What follows belongs to an exercise in optimizing a design on an open flow for a short achievable clock period and few clock cycles; a production flow would make more cautious choices.
Only simulation tests tie the RTL to the original design; equivalence was not proved.
Power is estimated from default activity; no workload was simulated.

==> flow/design.v <==
module cpu_core(
    input logic clk,
    input logic reset_n,
    output logic[5:0] imem_reg,
    input logic[31:0] imem_data,
    output logic dmem_write,
    output logic[5:0] dmem_reg,
    output logic[31:0] dmem_write_data,
    input logic[31:0] dmem_read_data
);
    localparam int P_OP = 0, P_OPI = 1, P_LW = 2, P_SW = 3, P_BR = 4, P_JMP = 5,
                   P_WR = 6, P_SUB = 7, P_USE1 = 8, P_USE2 = 9, P_MEM = 10, P_CBR = 11;
    localparam int PW = 12;
    function automatic logic [PW-1:0] predecode(input logic [31:0] w);
        logic op, opi, lw, sw, br, jmp;
        op  = w[6:0] == 7'b0110011;
        opi = w[6:0] == 7'b0010011;
        lw  = w[6:0] == 7'b0000011 && w[14:12] == 3'b010;
        sw  = w[6:0] == 7'b0100011 && w[14:12] == 3'b010;
        br  = w[6:0] == 7'b1100011;
        jmp = br && w[19:15] == w[24:20];
        predecode = '0;
        predecode[P_OP]   = op;
        predecode[P_OPI]  = opi;
        predecode[P_LW]   = lw;
        predecode[P_SW]   = sw;
        predecode[P_BR]   = br;
        predecode[P_JMP]  = jmp;
        predecode[P_WR]   = (op || opi || lw) && w[11:7] != 5'd0;
        predecode[P_SUB]  = op && w[31:25] == 7'b0100000;
        predecode[P_USE1] = op || opi || w[6:0] == 7'b0000011 || w[6:0] == 7'b0100011 || br;
        predecode[P_USE2] = op || w[6:0] == 7'b0100011 || br;
        predecode[P_MEM]  = lw || sw;
        predecode[P_CBR]  = br && !jmp;
    endfunction
    function automatic logic [31:0] add32(input logic [31:0] a, input logic [31:0] b, input logic cin);
        logic [31:0] g, pp, gg, ppp;
        g = a & b;
        pp = a ^ b;
        gg = g;
        ppp = pp;
        gg[0] = g[0] | (pp[0] & cin);
        for (int l = 0; l < 5; l++) begin
            for (int i = 31; i >= 0; i--) begin
                if (i >= (1 << l)) begin
                    gg[i]  = gg[i] | (ppp[i] & gg[i - (1 << l)]);
                    ppp[i] = ppp[i] & ppp[i - (1 << l)];
                end
            end
        end
        add32 = pp ^ {gg[30:0], cin};
    endfunction
    function automatic logic [31:0] carry32(input logic [31:0] a, input logic [31:0] b, input logic cin);
        logic [31:0] g, pp, gg, ppp;
        g = a & b;
        pp = a ^ b;
        gg = g;
        ppp = pp;
        gg[0] = g[0] | (pp[0] & cin);
        for (int l = 0; l < 5; l++) begin
            for (int i = 31; i >= 0; i--) begin
                if (i >= (1 << l)) begin
                    gg[i]  = gg[i] | (ppp[i] & gg[i - (1 << l)]);
                    ppp[i] = ppp[i] & ppp[i - (1 << l)];
                end
            end
        end
        carry32 = {gg[30:0], cin};
    endfunction
    function automatic logic [5:0] add6(input logic [5:0] a, input logic [5:0] b);
        logic [5:0] g, pp, gg, ppp;
        g = a & b;
        pp = a ^ b;
        gg = g;
        ppp = pp;
        for (int l = 0; l < 3; l++) begin
            for (int i = 5; i >= 0; i--) begin
                if (i >= (1 << l)) begin
                    gg[i]  = gg[i] | (ppp[i] & gg[i - (1 << l)]);
                    ppp[i] = ppp[i] & ppp[i - (1 << l)];
                end
            end
        end
        add6 = pp ^ {gg[4:0], 1'b0};
    endfunction
    function automatic logic pairable(input logic [4:0] ard, input logic [PW-1:0] ap,
                                      input logic [31:0] wb, input logic [PW-1:0] bp);
        logic dep1, dep2;
        dep1 = ap[P_WR] && bp[P_USE1] && wb[19:15] == ard;
        dep2 = ap[P_WR] && bp[P_USE2] && wb[24:20] == ard;
        pairable = !(ap[P_MEM] && bp[P_MEM])
                   && !(ap[P_BR] && bp[P_SW])
                   && !(ap[P_WR] && bp[P_WR] && wb[11:7] == ard)
                   && !((dep1 || dep2) && !(bp[P_CBR] && (ap[P_OP] || ap[P_OPI])));
    endfunction
    logic [3:0]    fp;                   
    logic [3:0]    ia;                   
    logic [15:0]   iv;                   
    logic [31:0]   ic [16];              
    logic [PW-1:0] icp [16];             
    logic [15:0]   np_v, np_d;           
    logic [3:0]    np_t [16];            
    logic [3:0]    q_v;
    logic [31:0]   q_w [4];
    logic [PW-1:0] q_p [4];
    logic [3:0]    q_pc [4];
    logic [3:0]    q_pd;
    logic [3:0]    q_pb;                 
    logic        last_ok, last_d;
    logic [3:0]  last_pc;
    logic        tf_v, tf_d;
    logic [3:0]  tf_pc, tf_t;
    logic        tm_v, tm_d;
    logic [3:0]  tm_pc, tm_t;
    logic        e_v0, e_v1, e_br0, e_br1, e_jmp0, e_jmp1, e_lw0, e_lw1, e_wr0, e_wr1;
    logic        e_sub0, e_sub1, e_pd0, e_pd1, e_fu1;
    logic [4:0]  e_rd0, e_rd1;
    logic [31:0] e_a0, e_b0, e_a1, e_b1, e_z1;
    logic        e_fz;
    logic [3:0]  e_pc0, e_pc1, e_alt0, e_alt1;
    logic        r_wr0, r_wr1;
    logic [4:0]  r_rd0, r_rd1;
    logic [31:0] r_val0, r_val1;
    logic [31:0] rf [1:31];
    logic        mem_we;
    logic [5:0]  mem_addr;
    logic [31:0] mem_wdata;
    assign imem_reg        = {ia, 2'b00};
    assign dmem_write      = mem_we;
    assign dmem_reg        = mem_addr;
    assign dmem_write_data = mem_wdata;
    logic [31:0] e_sum0, e_sum1, e_res0, e_res1;
    logic        e_eq0, e_eq1, e_t0, e_t1, m0, m1, redirect;
    logic [3:0]  rtgt;
    logic [31:0] e_p0, e_p1, e_c0, e_c1;
    assign e_p0 = e_a0 ^ e_b0;
    assign e_p1 = e_a1 ^ e_b1;
    assign e_c0 = carry32(e_a0, e_b0, e_sub0);
    assign e_c1 = carry32(e_a1, e_b1, e_sub1);
    assign e_sum0 = e_p0 ^ e_c0;
    assign e_sum1 = e_p1 ^ e_c1;
    assign e_res0 = e_lw0 ? dmem_read_data : e_sum0;
    assign e_res1 = e_lw1 ? dmem_read_data : e_sum1;
    logic [31:0] fc, fco;
    assign e_z1 = e_fz ? e_b1 : e_a1;
    assign fc  = e_a0 ^ e_b0 ^ e_z1;
    assign fco = (e_a0 & e_b0) | (e_a0 & fc) | (e_b0 & fc);
    assign e_eq0 = e_a0 == e_b0;
    assign e_eq1 = e_fu1 ? ((fc[0] == e_sub0) && (fc[31:1] == fco[30:0])) : (e_a1 == e_b1);
    assign e_t0 = e_jmp0 || e_eq0;
    assign e_t1 = e_jmp1 || e_eq1;
    assign m0 = e_v0 && e_br0 && (e_t0 != e_pd0);
    assign m1 = e_v1 && e_br1 && (e_t1 != e_pd1);
    assign redirect = m0 || m1;
    assign rtgt = m0 ? e_alt0 : e_alt1;
    logic [31:0]   wa, wb;
    logic [PW-1:0] pa, pb;
    logic [4:0]    a_rd, a_rs1, a_rs2, b_rd, b_rs1, b_rs2;
    logic          b_dep1, b_dep2, pair, issue;
    logic [31:0]   a_immi, b_immi;
    assign wa = q_w[0];
    assign wb = q_w[1];
    assign pa = q_p[0];
    assign pb = q_p[1];
    assign a_rd = wa[11:7]; assign a_rs1 = wa[19:15]; assign a_rs2 = wa[24:20];
    assign b_rd = wb[11:7]; assign b_rs1 = wb[19:15]; assign b_rs2 = wb[24:20];
    assign a_immi = {{20{wa[31]}}, wa[31:20]};
    assign b_immi = {{20{wb[31]}}, wb[31:20]};
    assign b_dep1 = pa[P_WR] && pb[P_USE1] && b_rs1 == a_rd;
    assign b_dep2 = pa[P_WR] && pb[P_USE2] && b_rs2 == a_rd;
    assign issue = q_v[0];
    assign pair  = q_v[1] && q_pb[1];
    function automatic logic [31:0] rd_early(input logic [4:0] x, input logic [31:1] oh);
        logic [31:0] v;
        v = (x == 5'd0) ? 32'd0 : rf[x];
        if (x != 5'd0 && r_wr1 && r_rd1 == x)       rd_early = r_val1;
        else if (x != 5'd0 && r_wr0 && r_rd0 == x)  rd_early = r_val0;
        else                                        rd_early = v;
    endfunction
    logic [31:0] ve_a1, ve_a2, ve_b1, ve_b2;    
    logic        h1_a1, h1_a2, h1_b1, h1_b2;    
    logic        h0_a1, h0_a2, h0_b1, h0_b2;    
    logic [31:0] f_a1, f_a2, f_b1, f_b2;        
    logic [31:1] oa1, oa2, ob1, ob2;
    always_comb
        for (int r = 1; r < 32; r++) begin
            oa1[r] = a_rs1 == 5'(r);
            oa2[r] = a_rs2 == 5'(r);
            ob1[r] = b_rs1 == 5'(r);
            ob2[r] = b_rs2 == 5'(r);
        end
    assign ve_a1 = rd_early(a_rs1, oa1);
    assign ve_a2 = rd_early(a_rs2, oa2);
    assign ve_b1 = rd_early(b_rs1, ob1);
    assign ve_b2 = rd_early(b_rs2, ob2);
    assign h1_a1 = e_v1 && e_wr1 && e_rd1 == a_rs1;
    assign h1_a2 = e_v1 && e_wr1 && e_rd1 == a_rs2;
    assign h1_b1 = e_v1 && e_wr1 && e_rd1 == b_rs1;
    assign h1_b2 = e_v1 && e_wr1 && e_rd1 == b_rs2;
    assign h0_a1 = e_v0 && e_wr0 && e_rd0 == a_rs1;
    assign h0_a2 = e_v0 && e_wr0 && e_rd0 == a_rs2;
    assign h0_b1 = e_v0 && e_wr0 && e_rd0 == b_rs1;
    assign h0_b2 = e_v0 && e_wr0 && e_rd0 == b_rs2;
    assign f_a1 = h1_a1 ? e_res1 : h0_a1 ? e_res0 : ve_a1;
    assign f_a2 = h1_a2 ? e_res1 : h0_a2 ? e_res0 : ve_a2;
    assign f_b1 = h1_b1 ? e_res1 : h0_b1 ? e_res0 : ve_b1;
    assign f_b2 = h1_b2 ? e_res1 : h0_b2 ? e_res0 : ve_b2;
    function automatic logic [4:0] fsel(input logic h1, input logic h0, input logic imm);
        fsel[0] = !imm && h1 && !e_lw1;
        fsel[1] = !imm && !h1 && h0 && !e_lw0;
        fsel[2] = !imm && ((h1 && e_lw1) || (!h1 && h0 && e_lw0));
        fsel[3] = !imm && !h1 && !h0;
        fsel[4] = imm;
    endfunction
    function automatic logic [31:0] fval(input logic [4:0] sl, input logic [31:0] ve, input logic [31:0] imm,
                                         input logic inv);
        fval = ({32{sl[0]}} & (e_p1 ^ {32{inv}} ^ e_c1)) | ({32{sl[1]}} & (e_p0 ^ {32{inv}} ^ e_c0)) |
               ({32{sl[2]}} & (dmem_read_data ^ {32{inv}})) |
               ({32{sl[3]}} & (ve ^ {32{inv}})) | ({32{sl[4]}} & (imm ^ {32{inv}}));
    endfunction
    logic [4:0]  sl_a1, sl_a2, sl_b1, sl_b2, sl_z1, sl_base, sl_sd;
    logic [31:0] d_opa0, d_opb0, d_opa1, d_opb1, d_z1, d_sd;
    logic [5:0]  d_base6;
    assign sl_a1 = fsel(h1_a1, h0_a1, 1'b0);
    assign sl_a2 = fsel(h1_a2, h0_a2, pa[P_OPI]);
    assign sl_b1 = fsel(h1_b1, h0_b1, 1'b0);
    assign sl_b2 = fsel(h1_b2, h0_b2, pb[P_OPI]);
    assign sl_base = pa[P_MEM] ? sl_a1 : sl_b1;
    assign sl_sd   = pa[P_MEM] ? fsel(h1_a2, h0_a2, 1'b0) : fsel(h1_b2, h0_b2, 1'b0);
    assign d_opa0 = fval(sl_a1, ve_a1, 32'd0, 1'b0);
    assign d_opb0 = fval(sl_a2, ve_a2, a_immi, pa[P_SUB]);
    assign d_opa1 = fval(sl_b1, ve_b1, 32'd0, 1'b0);
    assign d_opb1 = fval(sl_b2, ve_b2, b_immi, pb[P_SUB]);
    assign d_sd   = fval(sl_sd, pa[P_MEM] ? ve_a2 : ve_b2, 32'd0, 1'b0);
    assign d_base6 = 6'(fval(sl_base, pa[P_MEM] ? ve_a1 : ve_b1, 32'd0, 1'b0));
    logic [4:0]  m_rs1;
    logic [5:0]  m_rf, m_addr;
    logic        m_w1, m_w0;
    assign m_rs1 = pa[P_MEM] ? a_rs1 : b_rs1;
    assign m_rf  = (m_rs1 == 5'd0) ? 6'd0 : rf[m_rs1][5:0];
    assign m_w1  = m_rs1 != 5'd0 && r_wr1 && r_rd1 == m_rs1;
    assign m_w0  = m_rs1 != 5'd0 && r_wr0 && r_rd0 == m_rs1 && !m_w1;
    assign m_addr = ({6{sl_base[0]}} & add6(e_sum1[5:0], d_off)) |
                    ({6{sl_base[1]}} & add6(e_sum0[5:0], d_off)) |
                    ({6{sl_base[2]}} & add6(dmem_read_data[5:0], d_off)) |
                    ({6{sl_base[3] && m_w1}} & add6(r_val1[5:0], d_off)) |
                    ({6{sl_base[3] && m_w0}} & add6(r_val0[5:0], d_off)) |
                    ({6{sl_base[3] && !m_w1 && !m_w0}} & add6(m_rf, d_off));
    logic [31:0] d_bsrc0, d_bsrc1;
    assign d_bsrc0 = pa[P_OPI] ? a_immi : f_a2;
    assign d_bsrc1 = pb[P_OPI] ? b_immi : f_b2;
    logic        d_sw;
    logic [5:0]  d_base, d_off;
    logic [31:0] d_sdata;
    assign d_sw    = pa[P_SW] || (pair && pb[P_SW]);
    assign d_base  = pa[P_MEM] ? f_a1[5:0] : f_b1[5:0];
    assign d_off   = pa[P_MEM] ? (pa[P_SW] ? {wa[25], wa[11:7]} : wa[25:20])
                               : (pb[P_SW] ? {wb[25], wb[11:7]} : wb[25:20]);
    assign d_sdata = pa[P_MEM] ? f_a2 : f_b2;
    logic [3:0]  pt_q [16];
    logic [3:0]  pt_n [16];
    logic [15:0] pt_d0, pt_d1, pt_qc, pt_nc, pt_pp;
    genvar p;
    generate
        for (p = 0; p < 16; p++) begin : g_pair
            logic [3:0] sq, sn;
            assign sq = np_v[p] ? np_t[p] : 4'(p + 1);
            assign sn = np_v[sq] ? np_t[sq] : sq + 4'd1;
            always_ff @(posedge clk) begin
                pt_q[p]  <= sq;
                pt_n[p]  <= sn;
                pt_d0[p] <= np_v[p] && np_d[p];
                pt_d1[p] <= np_v[sq] && np_d[sq];
                pt_qc[p] <= iv[sq];
                pt_nc[p] <= iv[sn];
                pt_pp[p] <= iv[p] && iv[sq] && pairable(ic[p][11:7], icp[p], ic[sq], icp[sq]);
            end
        end
    endgenerate
    logic          f_hit, u_jump, g1_ok, push, push2;
    logic [3:0]    u_jt, q1, q2, fp_next, ia_next, pf, fp1;
    logic          pd0, pd1;
    logic [31:0]   g0, g1;
    logic [PW-1:0] u_p, g0p, g1p;
    logic [15:0]   iv_f;                
    logic f_hit_r;                    
    assign f_hit  = f_hit_r;
    assign u_p    = predecode(imem_data);
    assign u_jump = u_p[P_JMP];
    assign u_jt   = ia + {imem_data[25], imem_data[11:9]};
    assign fp1    = fp + 4'd1;
    assign g0  = f_hit ? ic[fp] : imem_data;
    assign g0p = f_hit ? icp[fp] : u_p;
    assign pd0 = f_hit ? pt_d0[fp] : u_jump;
    assign q1  = f_hit ? pt_q[fp] : (u_jump ? u_jt : fp1);
    assign g1    = ic[pt_q[fp]];
    assign g1p   = icp[pt_q[fp]];
    logic [4:0]    lp_rd;
    logic [PW-1:0] lp_p;
    logic [15:0]   lp_pp;
    logic          g0pb, g1pb;
    always_comb
        for (int i = 0; i < 16; i++)
            lp_pp[i] = pairable(lp_rd, lp_p, ic[i], icp[i]);
    assign g0pb = f_hit ? lp_pp[fp] : pairable(lp_rd, lp_p, imem_data, u_p);
    assign g1pb = pt_pp[fp];
    always_ff @(posedge clk) begin
        if (push2) begin
            lp_rd <= g1[11:7];
            lp_p  <= g1p;
        end else if (push) begin
            lp_rd <= g0[11:7];
            lp_p  <= g0p;
        end
    end
    assign g1_ok = f_hit && pt_qc[fp];
    assign pd1   = pt_d1[fp];
    assign q2    = pt_n[fp];
    assign push  = !redirect && !q_v[3];
    assign push2 = push && g1_ok;
    always_comb begin
        if (redirect)    fp_next = rtgt;
        else if (push2)  fp_next = q2;
        else if (push)   fp_next = q1;
        else             fp_next = fp;
    end
    assign iv_f = iv | (16'd1 << ia);
    logic [3:0] pf1, pf2;
    always_comb begin
        pf1 = ia;
        pf2 = ia;
        for (int i = 15; i >= 0; i--)
            if (!iv[i]) begin
                pf2 = pf1;
                pf1 = 4'(i);
            end
    end
    assign pf = (pf1 == ia) ? pf2 : pf1;
    logic ivf_alt0, ivf_alt1, ivf_fp, ivf_fp1;
    assign ivf_alt0 = iv_f[e_alt0];
    assign ivf_alt1 = iv_f[e_alt1];
    assign ivf_fp   = iv_f[fp];
    assign ivf_fp1  = iv_f[fp1];
    logic hit_next;                   
    always_comb begin
        if (redirect)
            hit_next = m0 ? ivf_alt0 : ivf_alt1;
        else if (!push)
            hit_next = f_hit || ivf_fp;
        else if (f_hit)
            hit_next = g1_ok ? iv_f[pt_n[fp]] : iv_f[pt_q[fp]];
        else
            hit_next = u_jump ? iv_f[u_jt] : ivf_fp1;
    end
    assign ia_next = hit_next ? pf : fp_next;
    logic [3:0] s_v, free1, free2, qn_v;
    always_comb begin
        if (!issue)     s_v = q_v;
        else if (pair)  s_v = {2'b00, q_v[3:2]};
        else            s_v = {1'b0, q_v[3:1]};
        free1 = ~s_v & {s_v[2:0], 1'b1};
        free2 = ~s_v & ~{s_v[2:0], 1'b0} & {s_v[1:0], 2'b11} & 4'b1110;
        if (redirect)
            qn_v = 4'd0;
        else
            qn_v = s_v | (push ? free1 : 4'd0) | (push2 ? free2 : 4'd0);
    end
    genvar k;
    generate
        for (k = 0; k < 4; k++) begin : g_queue
            logic [31:0]   s_w;
            logic [PW-1:0] s_p;
            logic [3:0]    s_pc;
            logic          s_pd, s_pb;
            always_comb begin
                s_w = q_w[k]; s_p = q_p[k]; s_pc = q_pc[k]; s_pd = q_pd[k]; s_pb = q_pb[k];
                if (issue && !pair) begin
                    if (k < 3) begin
                        s_w = q_w[(k + 1) % 4]; s_p = q_p[(k + 1) % 4];
                        s_pc = q_pc[(k + 1) % 4]; s_pd = q_pd[(k + 1) % 4]; s_pb = q_pb[(k + 1) % 4];
                    end
                end else if (issue && pair) begin
                    if (k < 2) begin
                        s_w = q_w[(k + 2) % 4]; s_p = q_p[(k + 2) % 4];
                        s_pc = q_pc[(k + 2) % 4]; s_pd = q_pd[(k + 2) % 4]; s_pb = q_pb[(k + 2) % 4];
                    end
                end
            end
            always_ff @(posedge clk) begin
                if (s_v[k]) begin
                    q_w[k] <= s_w; q_p[k] <= s_p; q_pc[k] <= s_pc; q_pd[k] <= s_pd; q_pb[k] <= s_pb;
                end else if (free1[k]) begin
                    q_w[k] <= g0; q_p[k] <= g0p; q_pc[k] <= fp; q_pd[k] <= pd0; q_pb[k] <= g0pb;
                end else begin
                    q_w[k] <= g1; q_p[k] <= g1p; q_pc[k] <= q1; q_pd[k] <= pd1; q_pb[k] <= g1pb;
                end
            end
        end
    endgenerate
    logic        fill_j;
    assign fill_j = u_jump && !iv[ia];
    generate
        for (k = 0; k < 16; k++) begin : g_table
            logic w_fill, w_tf, w_tm;
            assign w_fill = fill_j && ia == 4'(k);
            assign w_tf   = tf_v && tf_pc == 4'(k);
            assign w_tm   = tm_v && tm_pc == 4'(k);
            always_ff @(posedge clk, negedge reset_n) begin
                if (!reset_n) begin
                    iv[k]   <= 1'b0;
                    np_v[k] <= 1'b0;
                end else begin
                    if (ia == 4'(k))
                        iv[k] <= 1'b1;
                    if (w_fill || w_tf || w_tm)
                        np_v[k] <= 1'b1;
                end
            end
            always_ff @(posedge clk) begin
                if (ia == 4'(k)) begin
                    ic[k]  <= imem_data;
                    icp[k] <= u_p;
                end
                if (w_tm) begin
                    np_d[k] <= tm_d;
                    np_t[k] <= tm_t;
                end else if (w_tf) begin
                    np_d[k] <= tf_d;
                    np_t[k] <= tf_t;
                end else if (w_fill) begin
                    np_d[k] <= 1'b1;
                    np_t[k] <= u_jt;
                end
            end
        end
    endgenerate
    always_ff @(posedge clk, negedge reset_n) begin
        if (!reset_n) begin
            fp      <= 4'd0;
            ia      <= 4'd0;
            f_hit_r <= 1'b0;
            q_v     <= 4'd0;
            last_ok <= 1'b0;
            tf_v    <= 1'b0;
            tm_v    <= 1'b0;
            e_v0    <= 1'b0;
            e_v1    <= 1'b0;
            r_wr0   <= 1'b0;
            r_wr1   <= 1'b0;
            mem_we  <= 1'b0;
        end else begin
            fp  <= fp_next;
            ia  <= ia_next;
            f_hit_r <= hit_next;
            q_v <= qn_v;
            tf_v <= !redirect && issue && ((pa[P_JMP] && last_ok) || (pair && pb[P_JMP]));
            tm_v <= redirect;
            if (redirect || issue)
                last_ok <= 1'b1;
            e_v0   <= !redirect && issue;
            e_v1   <= !redirect && issue && pair;
            mem_we <= !redirect && issue && d_sw;
            r_wr0  <= e_v0 && e_wr0;
            r_wr1  <= e_v1 && e_wr1 && !m0;
        end
    end
    always_ff @(posedge clk) begin
        if (pa[P_JMP] && last_ok) begin
            tf_pc <= last_pc;
            tf_d  <= last_d;
            tf_t  <= q_pc[0] + {wa[25], wa[11:9]};
        end else begin
            tf_pc <= q_pc[0];
            tf_d  <= q_pd[0];
            tf_t  <= q_pc[1] + {wb[25], wb[11:9]};
        end
        tm_pc <= m0 ? e_pc0 : e_pc1;
        tm_d  <= m0 ? e_t0 : e_t1;
        tm_t  <= rtgt;
        if (redirect) begin
            last_pc <= m0 ? e_pc0 : e_pc1;
            last_d  <= m0 ? e_t0 : e_t1;
        end else if (issue && pair) begin
            last_pc <= q_pc[1];
            last_d  <= q_pd[1];
        end else if (issue) begin
            last_pc <= q_pc[0];
            last_d  <= q_pd[0];
        end
        e_pc0  <= q_pc[0];
        e_pc1  <= q_pc[1];
        e_pd0  <= q_pd[0];
        e_pd1  <= q_pd[1];
        e_alt0 <= q_pd[0] ? q_pc[0] + 4'd1 : q_pc[0] + {wa[25], wa[11:9]};
        e_alt1 <= q_pd[1] ? q_pc[1] + 4'd1 : q_pc[1] + {wb[25], wb[11:9]};
        e_br0  <= pa[P_BR];
        e_br1  <= pb[P_BR];
        e_jmp0 <= pa[P_JMP];
        e_jmp1 <= pb[P_JMP];
        e_lw0  <= pa[P_LW];
        e_lw1  <= pb[P_LW];
        e_wr0  <= pa[P_WR];
        e_wr1  <= pb[P_WR];
        e_rd0  <= a_rd;
        e_rd1  <= b_rd;
        e_sub0 <= pa[P_SUB];
        e_sub1 <= pb[P_SUB];
        e_fu1  <= pb[P_CBR] && (b_dep1 || b_dep2);
        e_a0   <= d_opa0;
        e_b0   <= d_opb0;
        e_a1   <= d_opa1;
        e_b1   <= d_opb1;
        e_fz   <= b_dep1;
        mem_addr  <= m_addr;
        mem_wdata <= d_sd;
        r_rd0  <= e_rd0;
        r_rd1  <= e_rd1;
        r_val0 <= e_res0;
        r_val1 <= e_res1;
        if (r_wr0)
            rf[r_rd0] <= r_val0;
        if (r_wr1)
            rf[r_rd1] <= r_val1;
    end
endmodule
==> flow/run.sh <==
#!/bin/bash
# synth_recipe.tcl (not shown) runs the flow's synth.tcl, then flattens the netlist and writes it again
# the make line also repeats each setting of config.mk as NAME=value (left out here)
make -C /OpenROAD-flow-scripts/flow DESIGN_CONFIG=/design/flow/config.mk WORK_HOME=/design/flow/orfs CLKGATE_MAP_FILE= SYNTH_SCRIPT=/design/flow/synth_recipe.tcl finish
==> flow/config.mk <==
export PLATFORM = sky130hd
export DESIGN_NAME = cpu_core
export DESIGN_NICKNAME = cpu_core
export VERILOG_FILES = /design/flow/design.v
export SDC_FILE = /design/flow/constraint.sdc
export NUM_CORES = 4
export LEC_CHECK = 0
export ABC_CLOCK_PERIOD_IN_PS = 2000
export CAP_MARGIN = 20
export CORE_MARGIN = 2
export CORE_UTILIZATION = 25
export PLACE_DENSITY = 0.35
export SETUP_SLACK_MARGIN = 4.7
export SLEW_MARGIN = 20
export TNS_END_PERCENT = 100
==> flow/constraint.sdc <==
create_clock -name core_clock -period 7.2 [get_ports {clk}]
set_input_delay 1.4400 -clock core_clock [delete_from_list [all_inputs] [get_ports {clk}]]
set_output_delay 1.4400 -clock core_clock [all_outputs]
set_load 0.01 [all_outputs]
==> results by group, run 1 <==
Synthesis
  – Mux contribution to synthesized area: 21.7%
  – EDFF count, synth: 1783
  – Synth Area in Simple Gates: 10.4%
  – Ys Warns: 9
  – Compound-Gate Fraction of Synth Area: 24.4%
  – Post-Syn Instances: 20400
  – Xor/xnor share of the synthesized area: 3.51%
  – Synth Area in Adders: 1.51%
  – Main combinational cell family by area after synthesis: compound AO/OA/AOI/OAI gates
  – Post-synthesis sequential area ratio: 32.3%
  – Synth Register Bits: 2346
  – Synth Flop Type: edfxtp_1
  – Mean Syn Cell Area: 9.90 sq um
  – Yosys cell types: 114
  – Netlist Area Pre-Place: 202000 sq um
  – Fraction of registers with async set/reset: 2.26%

Status
  – Status: did not finish
  – Last stage: 5_1_grt
  – Stop err: [ERROR GRT-0232] Routing congestion too high. Check the congestion heatmap in the GUI.

Die
  – Initial core utilization: 25.1%
  – Top-Level Pins: 111
  – DIE HEIGHT: 902 um
  – Rows: 329
  – Chip width: 902 um

Placed design
  – Final GP Congestion: 1.09
  – Hpwl dp: 1140000 um
  – I/O Buffers: 108

Clock network
  – CTS Sinks: 2346
  – Clock buffers created by TritonCTS: 319
  – H-Tree Depth: 5
  – Clk buf depth: 4
  – Clock Root Buffer: clkbuf_16

GRT
  – Largest net degree at the start of global routing: 81
  – Gr usage total: 44.5%
  – Grt ovf: 2
## power by group through the flow
| stage | combinational, mW | clock (mW) | sequential, mW |
|---|---|---|---|
| 2_1_floorplan | 52.5 | 0 | 20.8 |
| 3_3_place_gp | 84.6 | 0 | 25.4 |
| 3_5_place_dp | 84.5 | 0 | 25.3 |
| 4_1_cts | 110 | 17.1 | 24.2 |
## synthesized netlist by cell type (all sizes together) (536+ instances only)
master / n / share of area (%)
edfxtp: 1783 / 27
a22o: 584 / 2.5
a221oi: 709 / 3.1
mux2: 1144 / 6.4
nand4: 536 / 1.7
nand2: 1185 / 2.2
a22oi: 1781 / 6.6
o21ai: 946 / 2.3
nor2: 927 / 1.7
buf: 561 / 1.2
mux4: 1139 / 13
a21oi: 790 / 2.0
clkbuf: 2496 / 4.6
## per-layer routing
layer	GRT overflow	global-route usage [%]
met5	0	8.93
met4	0	42.3
met3	0	23.3
met2	1	61.2
met1	1	47.8
## worst max path at each step
stage / end / cells past startpoint / slack (ps) / from
after floorplan: ia[0] / 9 / 3180 / ia[3]
after global placement: q_pb[1] / 12 / 1580 / lp_rd[0]
after detailed placement: q_p[1][8] / 15 / 1540 / fp[0]
after CTS: ia[0] / 17 / 2920 / e_fz
## logic make-up after synthesis
family,after synthesis
AND/OR/NAND/NOR,4242
AO/OA/AOI/OAI,6699
adder cells (fa/ha/maj),217
buffers and inverters,3256
XOR/XNOR,809
flip-flops,2346
other,2
multiplexers,2800
## stage by stage
step	area, sq um	setup slack [ps]	power (mW)	hold slack [ps]	cells
floorplan	212000	3180	73.2	323	20400
global placement	223000	1580	110	328	29700
detailed placement	223000	1540	110	338	29700
CTS	269000	2920	152	353	32100
## timing repair
action | in CTS
gates resized for setup | 3823
pin swaps | 884
hold buffers | 0
cloned | 177
buffers inserted | 1614
endpoints found under the setup margin | 3282
Testbench counts, summed over its fixed seeds: cycles 21,168.
==> inputs of run 2 (changes only) <==
--- a/flow/design.v
+++ b/flow/design.v
@@ -260,5 +260,5 @@
     logic [3:0]  pt_q [16];
     logic [3:0]  pt_n [16];
-    logic [15:0] pt_d0, pt_d1, pt_qc, pt_nc, pt_pp;
+    logic [15:0] pt_d0, pt_d1, pt_qc, pt_nc;
     genvar p;
     generate
@@ -274,5 +274,4 @@
                 pt_qc[p] <= iv[sq];
                 pt_nc[p] <= iv[sn];
-                pt_pp[p] <= iv[p] && iv[sq] && pairable(ic[p][11:7], icp[p], ic[sq], icp[sq]);
             end
         end
@@ -298,11 +297,7 @@
     logic [4:0]    lp_rd;
     logic [PW-1:0] lp_p;
-    logic [15:0]   lp_pp;
     logic          g0pb, g1pb;
-    always_comb
-        for (int i = 0; i < 16; i++)
-            lp_pp[i] = pairable(lp_rd, lp_p, ic[i], icp[i]);
-    assign g0pb = f_hit ? lp_pp[fp] : pairable(lp_rd, lp_p, imem_data, u_p);
-    assign g1pb = pt_pp[fp];
+    assign g0pb = pairable(lp_rd, lp_p, g0, g0p);
+    assign g1pb = pairable(g0[11:7], g0p, g1, g1p);
     always_ff @(posedge clk) begin
         if (push2) begin
--- a/flow/config.mk
+++ b/flow/config.mk
@@ -8,7 +8,9 @@
 export ABC_CLOCK_PERIOD_IN_PS = 2000
 export CAP_MARGIN = 20
+export CELL_PAD_IN_SITES_DETAIL_PLACEMENT = 1
+export CELL_PAD_IN_SITES_GLOBAL_PLACEMENT = 2
 export CORE_MARGIN = 2
-export CORE_UTILIZATION = 25
-export PLACE_DENSITY = 0.35
+export CORE_UTILIZATION = 22
+export PLACE_DENSITY = 0.4
 export SETUP_SLACK_MARGIN = 4.7
 export SLEW_MARGIN = 20
==> run 2 against run 1 <==
The run now finishes clean; area after synthesis down 18%; synthesized cell count down 27%.
==> results by group, run 2 <==
Status
  – Status: timing/DRC/antenna clean

Synthesis
  – EDFF count, synth: 1783
  – Mean Syn Cell Area: 11.0 sq um
  – Synth Area in Adders: 1.85%
  – Synth Register Bits: 2330
  – Post-synthesis sequential area ratio: 39.4%
  – Xor/xnor share of the synthesized area: 1.74%
  – Synth Flop Type: edfxtp_1
  – Netlist Area Pre-Place: 164000 sq um
  – Ys Warns: 9
  – Synth Area in Simple Gates: 8.56%
  – Compound-Gate Fraction of Synth Area: 16.4%
  – Most common cell in the netlist: edfxtp_1
  – Area contributors post-synth: edfxtp_1 (33%), mux4_2 (16%), mux2_2 (7.7%), dfxtp_1 (6.0%), mux2i_1 (4.0%)
  – Mux contribution to synthesized area: 27.4%
  – Yosys cell types: 99
  – Synth area leader: edfxtp_1
  – Fraction of registers with async set/reset: 2.27%
  – Post-Syn Instances: 14900
  – List of most frequent post-synthesis cells: edfxtp_1 (1783), clkbuf_1 (1315), nand2_1 (1278)
  – Post-synth top area share: 32.6%
  – Main combinational cell family by area after synthesis: multiplexers

Timing
  – Final hold viol count: 0
  – Worst slew margin: 18.1%
  – Tmin final: 4470 ps
  – Fmax: 224 MHz
  – PnR worst setup slack: 2730 ps
  – Worst Tran Pin Value: 1220 ps
  – # setup viols final: 0
  – Sum Neg Setup Slack: 0 ps
  – RSZ-0062 raised after global routing: yes
  – Tcrit/Tclk final: 62.1%
  – Max-slew violation count: 0
  – Worst Skew: 87.6 ps

Cells and area
  – Largest reg by FF count: rf
  – Largest regs: rf (992), ic (352), icp (192)
  – Most frequent cells in the layout: edfxtp_1 (1783), buf_4 (1521), mux4_2 (1143)
  – Commonest non-fill, non-tap cell in the layout: edfxtp_1
  – Fin area: 236000 sq um
  – Final #Nets: 16900
  – Fill cells: 79400
  – Max FFs per register: 992
  – Synth-to-layout area growth: 43.4%
  – Layout cells sized above 1: 47.9%

GRT
  – Largest net degree at the start of global routing: 73
  – Gr usage total: 30.9%
  – Global-route wire length before repair: 1580000 um
  – Initial antenna violation count: 92
  – Grt ovf: 0
  – Vias in the first global route: 158000

Critical path
  – Crit end category: flop
  – Cell count of the worst reg-to-reg path: 19
  – CP max FO: 6
  – R2R Setup Slk: 2730 ps
  – WP data required: 7950 ps
  – Worst R2R End: q_pb[1]
  – Critical Path Start: fp[0]
  – Crit path DAT: 5220 ps
  – Worst R2R Start: fp[0]
  – Critical path class: flop to flop
  – Setup crit end: q_pb[1]
  – Crit path launch type: flop

Clock network
  – Reg clk slew, reported paths: 70 ps
  – CTS Sinks: 2330
  – H-Tree Depth: 5
  – Clock Root Buffer: clkbuf_16
  – Clk buf depth: 4
  – Clock buffers created by TritonCTS: 327
  – Hold-fix buffers, CTS: 0
  – Worst-skew pair later-pin latency: 1060 ps
  – CTS tree: done

Power and ir drop
  – Max VDD drop: 0.404 mV
  – Power Density: 659 nW/um^2
  – P_leak: 83.3 nW
  – Tot Pwr: 155 mW

Placed design
  – Pre-CTS WS: 920 ps
  – Final GP Congestion: 0.902
  – Hpwl dp: 735000 um
  – I/O Buffers: 108
  – Placed cell area: 181000 sq um

Drt
  – DR iter-0 viols: 19700
  – WL/cell: 45.8 um
  – Final ANT Viol Nets: 0
  – Routed WL: 1230000 um
  – Drt drc: 0
  – Via count: 160000
  – DR pass1 iterations: 10
  – Vias per cell: 5.94

Hold path
  – HP Class: input pin to async pin

Die
  – Initial core utilization: 22.1%
  – Top-Level Pins: 111
  – Core area: 745000 sq um
  – DIE HEIGHT: 869 um
  – Overall die area: 755000 sq um
  – Rows: 317
  – Chip width: 869 um

Flow run
  – Max cap viols: 0
## run 2: routing by layer
layer	up-vias	share of wire (%)	global-route usage (%)
met2	8969	45	49.2
met1	85300	40	38.8
met5	-	0.011	0
met4	22	8.4	19.9
met3	2728	7.0	4.92
li1	62600	-	-
## run 2: kinds of logic after synthesis
| kind of cell | count (synthesis) |
|---|---|
| adders and majority gates | 217 |
| AOI/OAI and AO/OA | 3951 |
| buffers and inverters | 2010 |
| other | 2 |
| muxes | 2933 |
| xor gates and xnor gates | 326 |
| DFF | 2330 |
| and+or+nand+nor | 3176 |
## run 2: timing repair
action	in CTS	in global routing
gates cloned	152	56
pin swaps	713	715
buffers inserted	1443	579
resized for setup	3463	1255
endpoints found under the setup margin	3206	1285
## run 2: final cells by class
cell class                      count  area (sq um)  share of cell area, %
Clock buffer                      413          8890                   3.77
Antenna cell                       64           160                 0.0679
Multi-Input combinational cell  10700        108000                   45.9
Inverter                          262          1410                  0.597
Timing Repair Buffer             3060         37800                   16.0
Sequential cell                  2330         65000                   27.6
Clock inverter                    177          1990                  0.845
Tap cell                         9889         12400                   5.25
## run 2: worst min path at each step
| stage | endpoint | slack [ps] | depth (start not counted) |
|---|---|---|---|
| 4_1_cts | r_wr0 | 210 | 1 |
| 3_3_place_gp | e_lw0 | 330 | 0 |
| 3_5_place_dp | e_br0 | 330 | 0 |
| 6_report | r_wr0 | 310 | 1 |
| 5_1_grt | r_wr0 | 250 | 1 |
| 2_1_floorplan | e_br0 | 320 | 0 |
## run 2: critical path, stage by stage, from the launching register on
cell and delay [ps]:
dfrtp_2 480, clkinv_8 90, ha_4 220, buf_12 160
buf_4 140, nor3b_4 160, a2111o_2 490, nor3_4 210
buf_6 150, buf_12 150, buf_8 130, buf_4 110
nor2_4 60, a22o_1 180, a221o_2 460, o21ai_1 150
nor4b_4 360, nand4_1 220, nand4_1 140, a31oi_1 100
## run 2: power by group
part	internal (mW)	switching, mW	total [mW]	leakage [nW]
clock network	10.1	7.26	17.3	5.30
logic	49.1	64.9	114	56.9
registers	19.4	4.75	24.1	21.1
## run 2: through the flow
step,std cells,util (%),hold slack [ps]
5_1_grt,26800,31.6,250
6_report,26900,31.6,307
3_5_place_dp,24000,24.3,335
2_1_floorplan,15000,-,323
3_3_place_gp,24000,24.3,333
4_1_cts,26200,30.1,211
Testbench counts of run 2, summed over its fixed seeds: cycles 21,168.

## what the ideal ports hide
No port has a modelled driver above. Below, the same layout with a new extraction and two added sets of constraints.
Step 1: set_driving_cell puts a clkbuf_16 on clk and a buf_2 on each other input, an assumption about the parent block.
Step 2 also shifts input and output timing later by t, the mid clock arrival at the registers, as if the neighbouring blocks saw the same clock.
Slacks: no drivers / after step 1 / after step 2; pairs: no drivers / after step 1.
run: run 2
t (ns): 1.169
slack for setup (ns): 2.727 / 2.727 / 2.220
worst hold slack (ns): 0.307 / 0.344 / 0.344
worst setup path at the end: input to register
worst register clock-pin slew, ns: 0.07 / 0.07
After both steps setup and hold are still met in run 2. For run 2, drivers alone change the setup slack by 0.000 ns; drivers and shift together by -0.507 ns.
